From an optimization exercise on the open Yosys and OpenROAD flow, aimed at small area; shortcuts taken in it are not production practice. Only simulation tests tie the RTL to the original design; equivalence was not proved. Power and IR drop assume default switching activity.

<file path="design/flow/run.sh">
#!/bin/bash
# synth_recipe.tcl (not shown) runs the flow's synth.tcl, then flattens the netlist and writes it again
# the make line also repeats each setting of config.mk as NAME=value (left out here)
make -C /OpenROAD-flow-scripts/flow DESIGN_CONFIG=/design/flow/config.mk WORK_HOME=/design/flow/orfs CLKGATE_MAP_FILE= SYNTH_SCRIPT=/design/flow/synth_recipe.tcl finish
</file>
<file path="design/flow/config.mk">
export PLATFORM = sky130hd
export DESIGN_NAME = display_chronometer
export DESIGN_NICKNAME = display_chronometer
export VERILOG_FILES = /design/flow/design.v
export SDC_FILE = /design/flow/constraint.sdc
export NUM_CORES = 4
export LEC_CHECK = 0
export CAP_MARGIN = 20
export CORE_MARGIN = 2
export CORE_UTILIZATION = 40
export SLEW_MARGIN = 20
</file>
<file path="design/flow/constraint.sdc">
create_clock -name core_clock -period 10.0 [get_ports {clk}]
set_input_delay 2.0000 -clock core_clock [delete_from_list [all_inputs] [get_ports {clk}]]
set_output_delay 2.0000 -clock core_clock [all_outputs]
set_load 0.01 [all_outputs]
</file>
<file path="design/flow/design.v">
module debounce #(parameter SIZE = 1) (
				       input 		 clk,
				       input 		 rst,
				       input [SIZE-1:0]  in,
				       output [SIZE-1:0] out
				       );
   reg [SIZE-1:0] 					 q1,q2;
   always @(posedge clk or posedge rst) begin
      if(rst) begin
	 q1 <= 'b0;
	 q2 <= 'b0;
      end
      else begin
	 q1 <= in;
	 q2 <= q1;
      end
   end
   assign out = q2;
endmodule  
module chronometer_control #( parameter SIZE = 32, parameter VALUE = 5000000, 
parameter ADDR_SIZE = 10, parameter DATA_SIZE = 16) (
									       input 	     rst,
									       input 	     clk,
									       input 	     start_d,
									       input 	     stop_d,
									       input 	     restart_d,
											 input blink,
									       output [15:0] value,
											 output [ADDR_SIZE-1 : 0]  rd_addr,
											 input  [DATA_SIZE-1 : 0] rd_data,
											 output [ADDR_SIZE-1 : 0]  wr_addr,
											 output [DATA_SIZE-1 : 0]      wr_data,
											 output 			      wr_en,
											 output rd_en,
											 output cs,
											 input rd_done
									       );
   localparam IDLE = 3'b000;
   localparam RUN = 3'b001;
   localparam STOP = 3'b010;
   localparam START = 3'b011;
	localparam PRE_START = 3'b100;
   reg [2:0] 										     state_nxt, state_reg;
   reg [15:0] 										     value_nxt, value_reg;
   reg [SIZE-1:0] 									     cnt_nxt,cnt_reg;
   wire 										     start,stop,restart;
   reg [DATA_SIZE-1:0] 											     wr_data_nxt,wr_data_reg;
   reg [ADDR_SIZE-1:0] 											     wr_addr_reg,wr_addr_nxt,rd_addr_reg,rd_addr_nxt;
   reg 													     wr_en_reg,wr_en_nxt,rd_en_nxt,rd_en_reg;
   reg cs_nxt,cs_reg;
	assign wr_en = wr_en_reg;
	assign wr_data = wr_data_reg;
	assign rd_addr = rd_addr_reg;
	assign wr_addr = wr_addr_reg;
   assign rd_en = rd_en_reg;
   assign start = start_d & ~restart_d & ~stop_d;
   assign stop = ~start_d & ~restart_d & stop_d;
   assign restart = ~start_d & restart_d & ~stop_d;
	assign cs = cs_reg;
   assign value = value_reg;
   always @(*) begin
      value_nxt = value_reg;
      state_nxt = state_reg;
      cnt_nxt = cnt_reg;
      rd_addr_nxt = rd_addr_reg;
      wr_en_nxt = wr_en_reg;
      wr_addr_nxt = wr_addr_reg;
		wr_data_nxt = wr_data_reg;
		rd_en_nxt = rd_en_reg;
		cs_nxt = cs_reg;
      case(state_nxt)
	IDLE : begin
		value_nxt = 'b0;
		cnt_nxt = 'b0;
		wr_en_nxt = 1'b1;
		cs_nxt = 1'b1;
		wr_data_nxt = value_nxt;
	   if(start == 1'b1) begin
			wr_en_nxt = 1'b0;
		 state_nxt = RUN;		 
	   end
	end
	START: begin
		rd_en_nxt = 1'b0;
		if(rd_done) begin
			state_nxt = RUN;
			value_nxt = rd_data;
		end
	end
	RUN : begin
	   if(stop) begin
	      state_nxt = STOP;
	      wr_en_nxt = 1'b1;
	      wr_data_nxt = value_reg;
	      cs_nxt = 1'b0;
	      rd_addr_nxt = wr_addr_reg;  
	   end
	   else if(restart) begin
	      state_nxt = IDLE;	      
	   end
	   else begin
			state_nxt = RUN;
			cnt_nxt = cnt_reg+1;
			wr_en_nxt = 1'b0;
	      if(cnt_reg == VALUE) begin
				 value_nxt = value_reg + 1;
				 cnt_nxt = 'b1;
				 wr_en_nxt = 1'b1;
				 wr_data_nxt = value_nxt;
				 cs_nxt = 1'b1;
	      end
	   end
	end  
	STOP: begin
		wr_en_nxt = 1'b0;
		if(start) begin
			state_nxt = START;
			wr_addr_nxt = wr_addr_reg + 1;
			rd_en_nxt = 1'b1;
			cs_nxt = 1'b0;
		end
		else if(restart) begin
			state_nxt = IDLE;
			wr_addr_nxt = wr_addr_reg + 1;
		end
	end	
      endcase  
   end  
   always @(posedge clk or posedge rst) begin
      if(rst) begin
	 state_reg <= IDLE;
	 value_reg <= 'b0;
	 cnt_reg <= 'b0;
	 wr_en_reg <= 1'b0;
	 rd_en_reg <= 1'b0;
	 rd_addr_reg <= 'b0;
	 wr_addr_reg <= 'b0;
	 wr_data_reg <= 'b0;
	 cs_reg <= 1'b0;
      end
      else begin
		wr_data_reg <= wr_data_nxt;
	 state_reg <= state_nxt;
	 value_reg <= value_nxt;
	 wr_en_reg <= wr_en_nxt;
	 wr_addr_reg <= wr_addr_nxt;
	 rd_addr_reg <= rd_addr_nxt;
	 rd_en_reg <= rd_en_nxt;
	 cnt_reg <= cnt_nxt;
	 cs_reg <= cs_nxt;
      end
   end
endmodule  
module led_chronometer #( parameter CLK_FPGA = 100000000, parameter CLK_DIV = 5000000, parameter ADDR_SIZE = 4, parameter DATA_SIZE = 16) (
											  input 	rst,
											  input 	clk,
											  input 	start,
											  input 	stop,
											  input 	restart,
											  output [ADDR_SIZE-1 : 0]  rd_addr,
											 input  [DATA_SIZE-1 : 0] rd_data,
											 output [ADDR_SIZE-1 : 0]  wr_addr,
											 output [DATA_SIZE-1 : 0]      wr_data,
											 output 			      wr_en,
											 output rd_en,
											 output cs,
											 input rd_done,
											 output [15:0] value
											  );
   wire 			     blink;
   wire 			     clk_out,clk_int;
   chronometer_control #( .SIZE(32), .VALUE(CLK_DIV), .DATA_SIZE(DATA_SIZE), .ADDR_SIZE(ADDR_SIZE)) control (
				.clk(clk),
				.rst(rst),
				.start_d(start),
				.stop_d(stop),
				.restart_d(restart),
				.wr_data(wr_data),
			  .rd_data(rd_data),
			  .rd_addr(rd_addr),
			  .wr_addr(wr_addr),
			  .wr_en(wr_en),
			  .rd_en(rd_en),
			  .cs(cs),
			  .rd_done(rd_done),
			  .value(value)
				);
endmodule  
`timescale 1ns / 1ps
module master_interface #(parameter WB_DATA_WIDTH=32, parameter WB_ADDR_WIDTH=11,parameter GRANULARITY = 8,
	parameter CLK_FPGA=100000000, parameter CLK_DIV = 5000000,parameter DATA_SIZE=16,parameter ADDR_SIZE= 10) (
	input clk_i,
	input rst_i,
	output [WB_ADDR_WIDTH-1:0] addr_o,
	input [WB_DATA_WIDTH-1:0] data_i,
	output [WB_DATA_WIDTH-1:0] data_o,
	output stb_o,
	output [WB_DATA_WIDTH/GRANULARITY-1:0] sel_o,
	input ack_i,
	output cyc_o,
	output we_o,
	input start,
	input restart,
	input stop,
	output [15:0] value
    );
localparam IDLE = 2'b00;
localparam ACK_PHASE = 2'b01;
localparam DATA_PHASE = 2'b10;
reg [1:0] state_nxt ,state_reg;
wire rd_en,wr_en;
wire [ADDR_SIZE-1:0] rd_addr,wr_addr;
wire [DATA_SIZE-1:0] wr_data;
reg [DATA_SIZE-1:0] rd_data_reg,rd_data_nxt;
reg stb_reg,stb_nxt;
reg cyc_reg, cyc_nxt;
reg we_reg,we_nxt;
reg [WB_ADDR_WIDTH-1:0] addr_reg,addr_nxt;
reg [WB_DATA_WIDTH-1:0] data_reg,data_nxt;
reg [WB_DATA_WIDTH/GRANULARITY-1:0] sel_nxt,sel_reg;
wire en;
led_chronometer #( .CLK_FPGA(CLK_FPGA), .CLK_DIV(CLK_DIV), .DATA_SIZE(DATA_SIZE), .ADDR_SIZE(ADDR_SIZE)) led (
			  .clk(clk_i),
			  .rst(rst_i),
			  .start(start),
			  .stop(stop),
			  .restart(restart),
			  .wr_data(wr_data),
			  .rd_data(rd_data_reg),
			  .rd_addr(rd_addr),
			  .wr_addr(wr_addr),
			  .wr_en(wr_en),
			  .rd_en(rd_en),
			  .cs(en),
			  .rd_done(ack_i),
			  .value(value)
			  );
assign addr_o = addr_reg;
assign data_o = data_reg;
assign we_o = we_reg;
assign cyc_o = cyc_reg;
assign stb_o = stb_reg;
assign sel_o = sel_reg;
always @(*) begin
	state_nxt = state_reg;
	cyc_nxt = cyc_reg;
	sel_nxt = sel_reg;
	addr_nxt = addr_reg;
	data_nxt = data_reg;
	stb_nxt = stb_reg;
	we_nxt = we_reg;
	rd_data_nxt = rd_data_reg;
	case(state_nxt)
	IDLE:begin
		if(wr_en) begin
			state_nxt = ACK_PHASE;
			addr_nxt = {en,{(WB_ADDR_WIDTH-1-ADDR_SIZE){1'b0}},wr_addr};
			data_nxt = wr_data;
			cyc_nxt = 1'b1;
			stb_nxt = 1'b1;
			we_nxt = 1'b1;
			sel_nxt = 4'b0011;
		end
		else if(rd_en) begin
			state_nxt = ACK_PHASE;
			addr_nxt = {en,{(WB_ADDR_WIDTH-1-ADDR_SIZE){1'b0}},rd_addr};
			cyc_nxt = 1'b1;
			stb_nxt = 1'b1;
			we_nxt = 1'b0;
			sel_nxt = 4'b0011;
		end
	end
	ACK_PHASE: begin
		if(ack_i) begin
			state_nxt = IDLE;
			cyc_nxt = 1'b0;
			stb_nxt = 1'b0;
			rd_data_nxt = data_i;
		end
	end
	endcase
end
always @(posedge clk_i or posedge rst_i) begin
	if(rst_i) begin
		stb_reg <= 1'b0;
		cyc_reg <= 1'b0;
		addr_reg <= 'b0;
		data_reg <= 'b0;
		sel_reg <= 'b0;
		we_reg <= 1'b0;
		state_reg <= IDLE;
		rd_data_reg <= 'b0;
	end
	else begin
		rd_data_reg <= rd_data_nxt;
		stb_reg <= stb_nxt;
		cyc_reg <=cyc_nxt;
		addr_reg <= addr_nxt;
		data_reg <= data_nxt;
		sel_reg <= sel_nxt;
		state_reg <= state_nxt;
		we_reg <= we_nxt;
	end
end
endmodule
`timescale 1ns / 1ps
module wb_conbus_top(
	clk_i, rst_i,
	m0_dat_i, m0_dat_o, m0_adr_i, m0_sel_i, m0_we_i, m0_cyc_i,
	m0_stb_i, m0_ack_o, m0_err_o, m0_rty_o, m0_cab_i,
	s0_dat_i, s0_dat_o, s0_adr_o, s0_sel_o, s0_we_o, s0_cyc_o,
	s0_stb_o, s0_ack_i, s0_err_i, s0_rty_i, s0_cab_o,
	s1_dat_i, s1_dat_o, s1_adr_o, s1_sel_o, s1_we_o, s1_cyc_o,
	s1_stb_o, s1_ack_i, s1_err_i, s1_rty_i, s1_cab_o,
	value
    );
parameter		s0_addr_w = 1 ;			 
parameter		s0_addr = 1'b0;			 
parameter		s1_addr_w = 1 ;			 
parameter		s1_addr = 1'b1;			 
input		clk_i, rst_i;
input		[32-1 : 0]		m0_dat_i;
output	[32-1:0]		m0_dat_o;
input		[11-1 : 0]		m0_adr_i; 
input		[32 / 8-1 : 0]		m0_sel_i; 
input							m0_we_i; 
input							m0_cyc_i;
input							m0_stb_i;
input							m0_cab_i;
output						m0_ack_o;
output						m0_err_o;
output						m0_rty_o;
input [15:0] value;
input		[32-1:0]		s0_dat_i;
output	[32-1:0]		s0_dat_o;
output	[11-1:0]		s0_adr_o;
output	[32 / 8-1:0]		s0_sel_o;
output						s0_we_o;
output						s0_cyc_o;
output						s0_stb_o;
output						s0_cab_o;
input							s0_ack_i;
input							s0_err_i;
input							s0_rty_i;
input		[32-1:0]		s1_dat_i;
output	[32-1:0]		s1_dat_o;
output	[11-1:0]		s1_adr_o;
output	[32 / 8-1:0]		s1_sel_o;
output						s1_we_o;
output						s1_cyc_o;
output						s1_stb_o;
output						s1_cab_o;
input							s1_ack_i;
input							s1_err_i;
input							s1_rty_i;
wire	[2 -1:0]	i_ssel_dec;
		wire		[11 + 32 / 8 + 32 +4 -1:0]	i_bus_m;		 
wire	[32 -1:0]		i_dat_s;	 
wire	[3 -1:0]	i_bus_s;	 
assign	m0_dat_o = i_dat_s;
assign  {m0_ack_o, m0_err_o, m0_rty_o} = i_bus_s;  
assign  i_bus_s = {s0_ack_i | s1_ack_i, s0_err_i | s1_err_i, s0_rty_i | s1_rty_i};
assign  {s0_adr_o, s0_sel_o, s0_dat_o, s0_we_o, s0_cab_o,s0_cyc_o} = i_bus_m[11 + 32 / 8 + 32 +4 -1:1];
assign	 s0_stb_o = i_bus_m[0] & i_ssel_dec[0];     
assign  {s1_adr_o, s1_sel_o, s1_dat_o, s1_we_o, s1_cab_o, s1_cyc_o} = i_bus_m[11 + 32 / 8 + 32 +4 -1:1];
assign	s1_stb_o = i_bus_m[0] & i_ssel_dec[1];
	assign i_bus_m = {m0_adr_i, m0_sel_i, m0_dat_i, m0_we_i, m0_cab_i, m0_cyc_i,m0_stb_i};
	assign	i_dat_s = i_ssel_dec[0] ? s0_dat_i :
				  i_ssel_dec[1] ? s1_dat_i : 0; 
wire [1:0]	m0_ssel_dec;
assign i_ssel_dec = m0_ssel_dec;
assign m0_ssel_dec[0] = (m0_adr_i[11 -1 : 11 - s0_addr_w ] == s0_addr);
assign m0_ssel_dec[1] = (m0_adr_i[11 -1 : 11 - s1_addr_w ] == s1_addr);
endmodule
module bram_inf  #(parameter RAM_WIDTH = 16,    parameter RAM_ADDR_BITS = 9)   (
											       input 			      clk,
											       input 			      rst,
											       input [RAM_ADDR_BITS-1 : 0]  rd_addr,
											       output reg [RAM_WIDTH-1 : 0] rd_data,
											       input [RAM_ADDR_BITS-1 : 0]  wr_addr,
											       input [RAM_WIDTH-1 : 0]      wr_data,
											       input 			      wr_en
											       );
   reg [RAM_WIDTH- 1 : 0] 												      ram [2**RAM_ADDR_BITS-1:0];
   integer i;
				       											      always @(posedge clk or posedge rst)
																begin
																   if(rst) begin
																      for(i = 0; i < 2**RAM_ADDR_BITS; i = i + 1)
																	ram[i] <= 'b0;
																      rd_data <= 'b0;
																   end
																   else begin
																      if(wr_en)
																	ram[wr_addr] <= wr_data;
																      rd_data<= ram[rd_addr];
																   end
																end
endmodule
`timescale 1ns / 1ps
module wb_slave #(parameter WB_DATA_WIDTH=32, parameter WB_ADDR_WIDTH=11,parameter GRANULARITY = 8,
parameter SLAVE_ADDR_WIDTH = 1, parameter SLAVE_ADDR = 0) (
	input clk_i,
	input rst_i,
	input [WB_ADDR_WIDTH-1:0] addr_i,
	input [WB_DATA_WIDTH-1:0] data_i,
	output [WB_DATA_WIDTH-1:0] data_o,
	input stb_i,
	input [WB_DATA_WIDTH/GRANULARITY-1:0] sel_i,
	output ack_o,
	input cyc_i,
	input we_i,
	output start,
	output wr_rd,
	output [WB_DATA_WIDTH-1:0] interface_data_o,
	input [WB_DATA_WIDTH-1:0] interface_data_i,
	input [15:0] value
    );
localparam IDLE = 2'b00;
localparam RUN = 2'b01;
reg state_nxt,state_reg;
reg [WB_DATA_WIDTH-1:0] data_reg,data_nxt;
reg ack_reg,ack_nxt;
reg start_nxt,start_reg;
reg [WB_DATA_WIDTH-1:0] tmp_data;
assign ack_o = ack_reg;
assign data_o = data_reg;
assign start = start_reg;
assign wr_rd = we_i;
assign interface_data_o = data_i;
always @(*) begin
	state_nxt= state_reg;
	start_nxt = start_reg;
	data_nxt = data_reg;
	ack_nxt = ack_reg;
	case(state_nxt)
	IDLE:begin
		ack_nxt = 1'b0;
		if(cyc_i & stb_i & (addr_i[WB_ADDR_WIDTH-1:WB_ADDR_WIDTH-SLAVE_ADDR_WIDTH] == SLAVE_ADDR)) begin
			state_nxt = RUN;
			start_nxt = 1'b1;
		end
	end
	RUN:begin
		start_nxt = 1'b0;
		if(cyc_i & stb_i & (addr_i[WB_ADDR_WIDTH-1:WB_ADDR_WIDTH-SLAVE_ADDR_WIDTH] == SLAVE_ADDR)) begin
			state_nxt = IDLE;
			ack_nxt = 1'b1;
			if(we_i) begin
				data_nxt = data_i;
			end
			else begin
				data_nxt = interface_data_i;
			end
		end
	end	
	endcase
end
always @(posedge clk_i or posedge rst_i) begin
	if(rst_i) begin
		state_reg <= IDLE;
		start_reg <= 'b0;
		data_reg <= 'b0;
		ack_reg <= 'b0;
	end
	else begin
		state_reg <= state_nxt;
		start_reg <= start_nxt;
		data_reg <= data_nxt;
		ack_reg <= ack_nxt;
	end
end
endmodule
`timescale 1ns / 1ps
module slave_interface #(parameter WB_DATA_WIDTH=32, parameter WB_ADDR_WIDTH=11,parameter GRANULARITY = 8,
	parameter CLK_FPGA=100000000, parameter CLK_DIV = 5000000,parameter DATA_SIZE=16,parameter ADDR_SIZE= 10,
	parameter SLAVE_ADDR_WIDTH = 1) (
	input clk_i,
	input rst_i,
	input [WB_ADDR_WIDTH-1:0] addr_i,
	input [WB_DATA_WIDTH-1:0] data_i,
	output [WB_DATA_WIDTH-1:0] data_o,
	input stb_i,
	input [WB_DATA_WIDTH/GRANULARITY-1:0] sel_i,
	output ack_o,
	input cyc_i,
	input we_i,
	input [15:0] value
    );
wire start, wr_rd;
wire [WB_DATA_WIDTH-1:0] interface_data_o,interface_data_i;
wire [DATA_SIZE-1:0] ram_rd_data;
assign interface_data_i = {{(WB_DATA_WIDTH-DATA_SIZE){1'b0}},ram_rd_data};
wire wr_en;
wire [WB_DATA_WIDTH-1:0] tmp_data;
assign wr_en = (start == 1'b1 && wr_rd == 1'b1);
wb_slave slave (
	.clk_i(clk_i),
	.rst_i(rst_i),
	.addr_i(addr_i),
	.data_i(data_i),
	.data_o(data_o),
	.stb_i(stb_i),
	.sel_i(sel_i),
	.ack_o(ack_o),
	.cyc_i(cyc_i),
	.we_i(we_i),
	.start(start),
	.interface_data_o(interface_data_o),
	.interface_data_i(interface_data_i),
	.wr_rd(wr_rd),
	.value(value)
);
bram_inf #( .RAM_WIDTH(DATA_SIZE), .RAM_ADDR_BITS(ADDR_SIZE)) ram (
								     .clk(clk_i),
								     .rst(rst_i),
								     .wr_data(interface_data_o[DATA_SIZE-1:0]),
									  .rd_data(ram_rd_data),
									  .rd_addr(addr_i[ADDR_SIZE-1:0]),
									  .wr_addr(addr_i[ADDR_SIZE-1:0]),
									  .wr_en(wr_en)
								     );
endmodule
module display_7_seg (
		      input 	   clk,
		      input 	   rst,
		      input [15:0] data,
		      output [7:0] hex_display,
		      output [3:0] an
		      );
   localparam N = 18;
   reg [N-1:0] 		     count;  
   always @ (posedge clk or posedge rst)
     begin
	if (rst)
	  count <= 0;
	else
	  count <= count + 1;
     end
   reg [6:0]sseg;  
   reg [3:0] an_temp;  
   always @ (*)
     begin
	case(count[N-6:N-7])  
	  2'b00 :   
	    begin
	       sseg = data[3:0];
	       an_temp = 4'b1110;
	    end
	  2'b01:   
	    begin
	       sseg = data[7:4];
	       an_temp = 4'b1101;
	    end
	  2'b10:   
	    begin
	       sseg = data[11:8];
	       an_temp = 4'b1011;
	    end
	  2'b11:   
	    begin
	       sseg = data[15:12];
	       an_temp = 4'b0111;
	    end
	endcase
     end
   assign an = an_temp;
   reg [6:0] sseg_temp;  
   always @ (*)
		      begin
			 case(sseg)
			   4'd0 : sseg_temp = 7'b1000000;  
			   4'd1 : sseg_temp = 7'b1111001;  
			   4'd2 : sseg_temp = 7'b0100100;  
			   4'd3 : sseg_temp = 7'b0110000;  
			   4'd4 : sseg_temp = 7'b0011001;  
			   4'd5 : sseg_temp = 7'b0010010;  
			   4'd6 : sseg_temp = 7'b0000010;  
			   4'd7 : sseg_temp = 7'b1111000;  
			   4'd8 : sseg_temp = 7'b0000000;  
			   4'd9 : sseg_temp = 7'b0010000;  
			   4'ha: sseg_temp = 7'b0001000; 
			   4'hb: sseg_temp = 7'b0000011; 
			   4'hc: sseg_temp = 7'b1000110; 
			   4'hd: sseg_temp = 7'b0100001; 
			   4'he: sseg_temp = 7'b0000110; 
			   4'hf: sseg_temp = 7'b0001110; 
			   default : sseg_temp = 7'b0111111;  
			 endcase
		      end
   assign hex_display = {1'b1,sseg_temp};  
endmodule
`timescale 1ns / 1ps
module display_slave #(parameter WB_DATA_WIDTH=32, parameter WB_ADDR_WIDTH=11,parameter GRANULARITY = 8,
	parameter CLK_FPGA=100000000, parameter CLK_DIV = 5000000,parameter DATA_SIZE=16,parameter ADDR_SIZE= 10,
	parameter SLAVE_ADDR_WIDTH = 1) (
	input clk_i,
	input rst_i,
	input [WB_ADDR_WIDTH-1:0] addr_i,
	input [WB_DATA_WIDTH-1:0] data_i,
	output [WB_DATA_WIDTH-1:0] data_o,
	input stb_i,
	input [WB_DATA_WIDTH/GRANULARITY-1:0] sel_i,
	output ack_o,
	input cyc_i,
	input we_i,
	output [3:0] an,
	output [7:0] hex_display
    );
	wire [15:0] value;
	wire [WB_DATA_WIDTH-1:0] interface_data_o;
	wire start,wr_rd;
	assign value = interface_data_o;
	display_7_seg display (
			  .clk(clk_i),
			  .rst(rst_i),
			  .data(value),
			  .hex_display(hex_display),
			  .an(an)
			  );
	wb_slave #( .SLAVE_ADDR(1'b1)) slave (
	.clk_i(clk_i),
	.rst_i(rst_i),
	.addr_i(addr_i),
	.data_i(data_i),
	.data_o(data_o),
	.stb_i(stb_i),
	.sel_i(sel_i),
	.ack_o(ack_o),
	.cyc_i(cyc_i),
	.we_i(we_i),
	.start(start),
	.interface_data_o(interface_data_o),
	.interface_data_i({WB_DATA_WIDTH{1'b0}}),
	.wr_rd(wr_rd)
);
endmodule
module display_chronometer #( parameter WB_DATA_WIDTH=32, parameter WB_ADDR_WIDTH=11,parameter GRANULARITY = 8,
parameter CLK_FPGA = 100000000, 
parameter CLK_DIV=100, parameter CLK_DISPLAY = 1000, 
parameter ADDR_SIZE = 4, parameter DATA_SIZE = 16) (
			    input clk,
			    input rst,
			    input start,
			    input stop,
			    input restart,
			    output [7:0] hex_display,
			    output [3:0] an
			    );
   wire 				 start_d; 
   wire [WB_ADDR_WIDTH-1:0] m_addr,s1_addr,s0_addr;
	wire [WB_DATA_WIDTH-1:0] m_data_o,m_data_i,s0_data_o,s0_data_i,s1_data_i,s1_data_o;
	wire m_ack,m_cyc,m_stb,m_we,s0_ack,s0_cyc,s0_stb,s0_we,s1_we,s1_cyc,s1_stb,s1_ack;
	wire [WB_DATA_WIDTH/GRANULARITY-1:0] m_sel,s0_sel,s1_sel;
	wire clk_int, clk_i;
	wire [15:0] value;  
   debounce sta (
		 .clk(clk_i),
		 .rst(rst),
		 .in(start),
		 .out(start_d)
		 );
	assign clk_i = clk;
   master_interface #( .CLK_DIV(CLK_DIV), .DATA_SIZE(DATA_SIZE), .ADDR_SIZE(ADDR_SIZE)) m (
		.clk_i(clk_i),
		.rst_i(rst),
		.addr_o(m_addr),
		.data_i(m_data_i),
		.data_o(m_data_o),
		.sel_o(m_sel),
		.stb_o(m_stb),
		.cyc_o(m_cyc),
		.we_o(m_we),
		.ack_i(m_ack),
		.start(start_d),
		.restart(restart),
		.stop(stop),
		.value(value)  
		);
	wb_conbus_top w(
		.clk_i(clk_i),
		.rst_i(rst),
		.m0_dat_i(m_data_o),
		.m0_dat_o(m_data_i),
		.m0_adr_i(m_addr), 
		.m0_sel_i(m_sel), 
		.m0_we_i(m_we), 
		.m0_cyc_i(m_cyc),
		.m0_stb_i(m_stb), 
		.m0_ack_o(m_ack), 
		.m0_err_o(),
		.m0_rty_o(),
		.m0_cab_i(1'b0),
		.value(value),  
		.s0_dat_i(s0_data_o),
		.s0_dat_o(s0_data_i),
		.s0_adr_o(s0_addr),
		.s0_sel_o(s0_sel),
		.s0_we_o(s0_we),
		.s0_cyc_o(s0_cyc),
		.s0_stb_o(s0_stb),
		.s0_ack_i(s0_ack),
		.s0_err_i(1'b0),
		.s0_rty_i(1'b0), 
		.s0_cab_o(),
		.s1_dat_i(s1_data_o),
		.s1_dat_o(s1_data_i),
		.s1_adr_o(s1_addr),
		.s1_sel_o(s1_sel),
		.s1_we_o(s1_we),
		.s1_cyc_o(s1_cyc),
		.s1_stb_o(s1_stb),
		.s1_ack_i(s1_ack),
		.s1_err_i(1'b0),
		.s1_rty_i(1'b0), 
		.s1_cab_o()
		);
	slave_interface #( .DATA_SIZE(DATA_SIZE), .ADDR_SIZE(ADDR_SIZE)) s0(
		.clk_i(clk_i),
		.rst_i(rst),
		.addr_i(s0_addr),
		.data_i(s0_data_i),
		.data_o(s0_data_o),
		.sel_i(s0_sel),
		.stb_i(s0_stb),
		.cyc_i(s0_cyc),
		.ack_o(s0_ack),
		.we_i(s0_we),
		.value(value)  
		);
		display_slave s1(
		.clk_i(clk_i),
		.rst_i(rst),
		.addr_i(s1_addr),
		.data_i(s1_data_i),
		.data_o(s1_data_o),
		.sel_i(s1_sel),
		.stb_i(s1_stb),
		.cyc_i(s1_cyc),
		.ack_o(s1_ack),
		.we_i(s1_we),
		.an(an),
		.hex_display(hex_display)
		);
endmodule  
</file>
==> notes.md <==
## cells by family after synthesis
| group | count (synthesis) |
|---|---|
| mux | 339 |
| flops | 440 |
| compound gates | 310 |
| fa+ha+maj | 20 |
| buf+inv | 196 |
| xor+xnor | 55 |
| simple gates | 387 |
| other cells | 1 |
## routing by layer
| layer | global-route usage | wire, um |
|---|---|---|
| met1 | 0.304 | 25300 |
| met2 | 0.324 | 24800 |
| met3 | 0.0368 | 3260 |
| met4 | 0.0581 | 1370 |
| met5 | 0 | 0 |
## through the flow
| stage | instances | hold slack [ns] | power [mW] |
|---|---|---|---|
| final | 2436 | 0.347 | 5.41 |
| after detailed placement | 2347 | 0.345 | 3.65 |
| after global placement | 2346 | 0.337 | 3.61 |
| after global routing | 2436 | 0.363 | 5.69 |
| after floorplan | 1748 | 0.331 | 3.20 |
| after CTS | 2433 | 0.353 | 5.45 |
## layout make-up
cell class / count / area share
Clock inverter: 25 / 0.0124
Clock buffer: 61 / 0.0566
Multi-Input combinational cell: 1112 / 0.379
Timing Repair Buffer: 61 / 0.0250
Sequential cell: 440 / 0.480
Inverter: 65 / 0.0108
Tap cell: 672 / 0.0366
## power by group through the flow
stage / Combinational [mW] / Sequential (mW) / Clock, mW
after global routing: 1.40 / 2.40 / 1.89
final: 1.27 / 2.36 / 1.79
after floorplan: 0.994 / 2.20 / 0
after global placement: 1.24 / 2.37 / 0
after CTS: 1.27 / 2.35 / 1.82
after detailed placement: 1.26 / 2.39 / 0
## cells in the mapped netlist (5+ instances only)
cell type    n
nor3b_1      7
dfrtp_1    440
a221oi_1    12
xor2_1      27
nand4_1     17
mux2i_1     47
a21oi_1     60
xnor2_1     28
inv_1       65
nand3_1     73
o2111ai_1    5
buf_1        8
o21ai_0     73
nor3_1      13
o31a_1       8
a32oi_1     10
mux4_2       5
nor3_2       9
o211ai_1     5
ha_1        20
a31oi_1      7
and3_1      16
a222oi_1    11
nand2_1     89
a22oi_1     59
o32a_1       5
nor4_2       8
buf_2       37
nand2b_1    16
and4_1       7
o22ai_1     15
o31ai_1      5
nor2b_1     10
clkbuf_1    83
nor2_1     101
mux2_2     284
a22o_1      12
## how the worst max path moves through the flow
| stage | startpoint | to | slack [ns] | cells past startpoint |
|---|---|---|---|---|
| global placement | stop | m.led.control.value_reg[0] | 5.22 | 7 |
| CTS | m.data_reg[1] | hex_display[3] | 4.64 | 6 |
| finish | m.data_reg[1] | hex_display[3] | 4.64 | 6 |
| global route | m.data_reg[1] | hex_display[3] | 4.52 | 6 |
| detailed placement | stop | m.led.control.value_reg[10] | 5.12 | 7 |
| floorplan | rst | m.addr_reg[0] | 2.05 | 1 |
## critical path, stage by stage (launching register included)
cell             delay (ns)
dfrtp_1                0.84
mux4_2                 0.48
inv_1                  0.12
ha_1                   0.31
inv_1                  0.04
mux4_2                 0.47
clkdlybuf4s50_1        0.49
==> flow_metrics.env <==
export IMPL_status="finished clean"
export IMPL_avgSynthCellArea_um2=11.7
export IMPL_core_area_um2=50300
export IMPL_layout_common_cells="dfrtp_1 (440), mux2_2 (284), nor2_1 (95)"
export IMPL_switchingPower_mw=1.82
export IMPL_netlist_area_um2=20500
export IMPL_fillCellCount=4578
export IMPL_end_kind="output port"
export IMPL_drt_vias_per_instance=5.71
export IMPL_final_setup_worst_slack_ns=4.64
export IMPL_grt_pass1_wl_mm=85.7
export IMPL_drtIter0Drc=1246
export IMPL_cts_hold_buffers=0
export IMPL_p_sw_frac=0.336
export IMPL_io_pin_count=17
export IMPL_multi_input_area_um2=8700
export IMPL_synthXorXnorAreaFrac=0.0236
export IMPL_track_usage=0.210
export IMPL_yosysTopAreaCell="dfrtp_1"
export IMPL_rr_startpoint="m.we_reg"
export IMPL_hold_path_startpoint="sta.q1"
export IMPL_avgRoutedWirePerCell_um=22.5
export IMPL_internal_power_mw=3.59
export IMPL_cts_buffer_depth=3
export IMPL_netlist_instances=1748
export IMPL_rrSetupSlack_ns=6.59
export IMPL_rows=82
export IMPL_synth_simple_area_share=0.0970
export IMPL_seq_area_um2=11000
export IMPL_hold_viol_final=0
export IMPL_worstMarginPinSlew_ns=1.15
export IMPL_muxShareOfSynthArea=0.187
export IMPL_dr_pass1_iters=5
export IMPL_cts_tree="done"
export IMPL_async_flop_share=1.00
export IMPL_power_leakage_nw=10.4
export IMPL_critPathLaunchType="flop"
export IMPL_grt_max_degree=187
export IMPL_sequentialPowerShare=0.436
export IMPL_synth_enable_flop_cells=0
export IMPL_finalSetupTns_ns=0
export IMPL_vdd_drop_max_v=0.000117
export IMPL_dr_total_vias=13900
export IMPL_cts_setup_buffers=0
export IMPL_io_buffers=15
export IMPL_drtAntennaViolNets=0
export IMPL_grt_ovfl_total=0
export IMPL_critical_path_max_fanout=20
export IMPL_cap_violations=0
export IMPL_synth_cell_types=65
export IMPL_synth_main_ff_cell="dfrtp_1"
export IMPL_layout_nets=1752
export IMPL_synth_seq_cells=440
export IMPL_largest_register_ffs=256
export IMPL_fin_crit_sh=0.536
export IMPL_rr_endpoint="s0.ram.ram[10][4]"
export IMPL_placed_cell_area_um2=21300
export IMPL_root_buffer="clkbuf_16"
export IMPL_fp_dieW_um=230
export IMPL_initial_utilization=0.407
export IMPL_synth_fp_nets=1773
export IMPL_post_place_ws_ns=5.12
export IMPL_drive_gt1_frac=0.256
export IMPL_ys_warn_count=8
export IMPL_drt_total_wl_mm=54.7
export IMPL_diodes=0
export IMPL_clock_skew_ns=0.0366
export IMPL_r2r_cells=5
export IMPL_arrival_ns=3.36
export IMPL_fin_area_um2=23000
export IMPL_crit_type="reg2out"
export IMPL_syn2layout_area_growth_pct=12.3
export IMPL_netlist_area_leader_share=0.538
export IMPL_place_gp_congestion=0.846
export IMPL_synth_seq_area_share=0.538
export IMPL_grt_pass1_vias=14100
export IMPL_design_die_area_um2=53000
export IMPL_synth_area_leaders="dfrtp_1 (54%), mux2_2 (16%), mux2i_1 (2.3%), a22oi_1 (2.2%), nor2_1 (1.9%)"
export IMPL_rsz0062_at_grt="no"
export IMPL_power_frac_comb=0.234
export IMPL_hold_class="reg2reg"
export IMPL_max_freq_ghz=0.187
export IMPL_synth_fa_ha_area_frac=0.0122
export IMPL_hpwlAfterDp_mm=34.6
export IMPL_cts_buffers=47
export IMPL_pwr_share_clk=0.330
export IMPL_clkLatencyLatePin_ns=0.60
export IMPL_crit_required_ns=8.00
export IMPL_pwr_density_cell_nw_per_um2=236
export IMPL_ctsResizeCount=0
export IMPL_slew_headroom=0.230
export IMPL_remaining_drc_errors=0
export IMPL_setup_viol=0
export IMPL_post_route_min_period_ns=5.36
export IMPL_die_y_um=230
export IMPL_cts_clk_slew_worst_paths_ns=0.07
export IMPL_holdPathEnd="sta.q2"
export IMPL_final_common_cell="dfrtp_1"
export IMPL_synth_compound_area_share=0.102
export IMPL_cts_sinks=440
export IMPL_holdPathStages=0
export IMPL_synth_top_family_by_area="multiplexers"
export IMPL_cts_max_level=2
export IMPL_slew_viol_final=0
export IMPL_final_util=0.457
export IMPL_antenna_found_initial=0

## re-timing with driven ports
How much do the figures lean on ideal ports? The routed layout below was timed once more, with nothing changed but the port constraints. Step 1 (the two cells are an assumption about what drives the block):
set clk [get_ports {clk}]
set_driving_cell -lib_cell sky130_fd_sc_hd__clkbuf_16 $clk
set_driving_cell -lib_cell sky130_fd_sc_hd__buf_2 [delete_from_list [all_inputs] $clk]
Step 2, shift: input delay + t, output delay - t, t = (earliest + latest rising clock arrival at the registers) / 2. This alone moves slack from input paths to output paths. Three values: no drivers, after step 1, after step 2; two values: the first two.
t (ns): 0.641
setup WS [ns]: 4.639 / 4.578 / 5.119
worst hold slack (ns): 0.347 / 0.347 / 0.347
latest minus earliest clock arrival (ns): 0.040 / 0.039
worst data-port slew with drivers (ns): 0.03
After both steps setup and hold are still met in this run. The setup slack of this run moves by -0.061 ns with the drivers and by +0.480 ns with both steps.
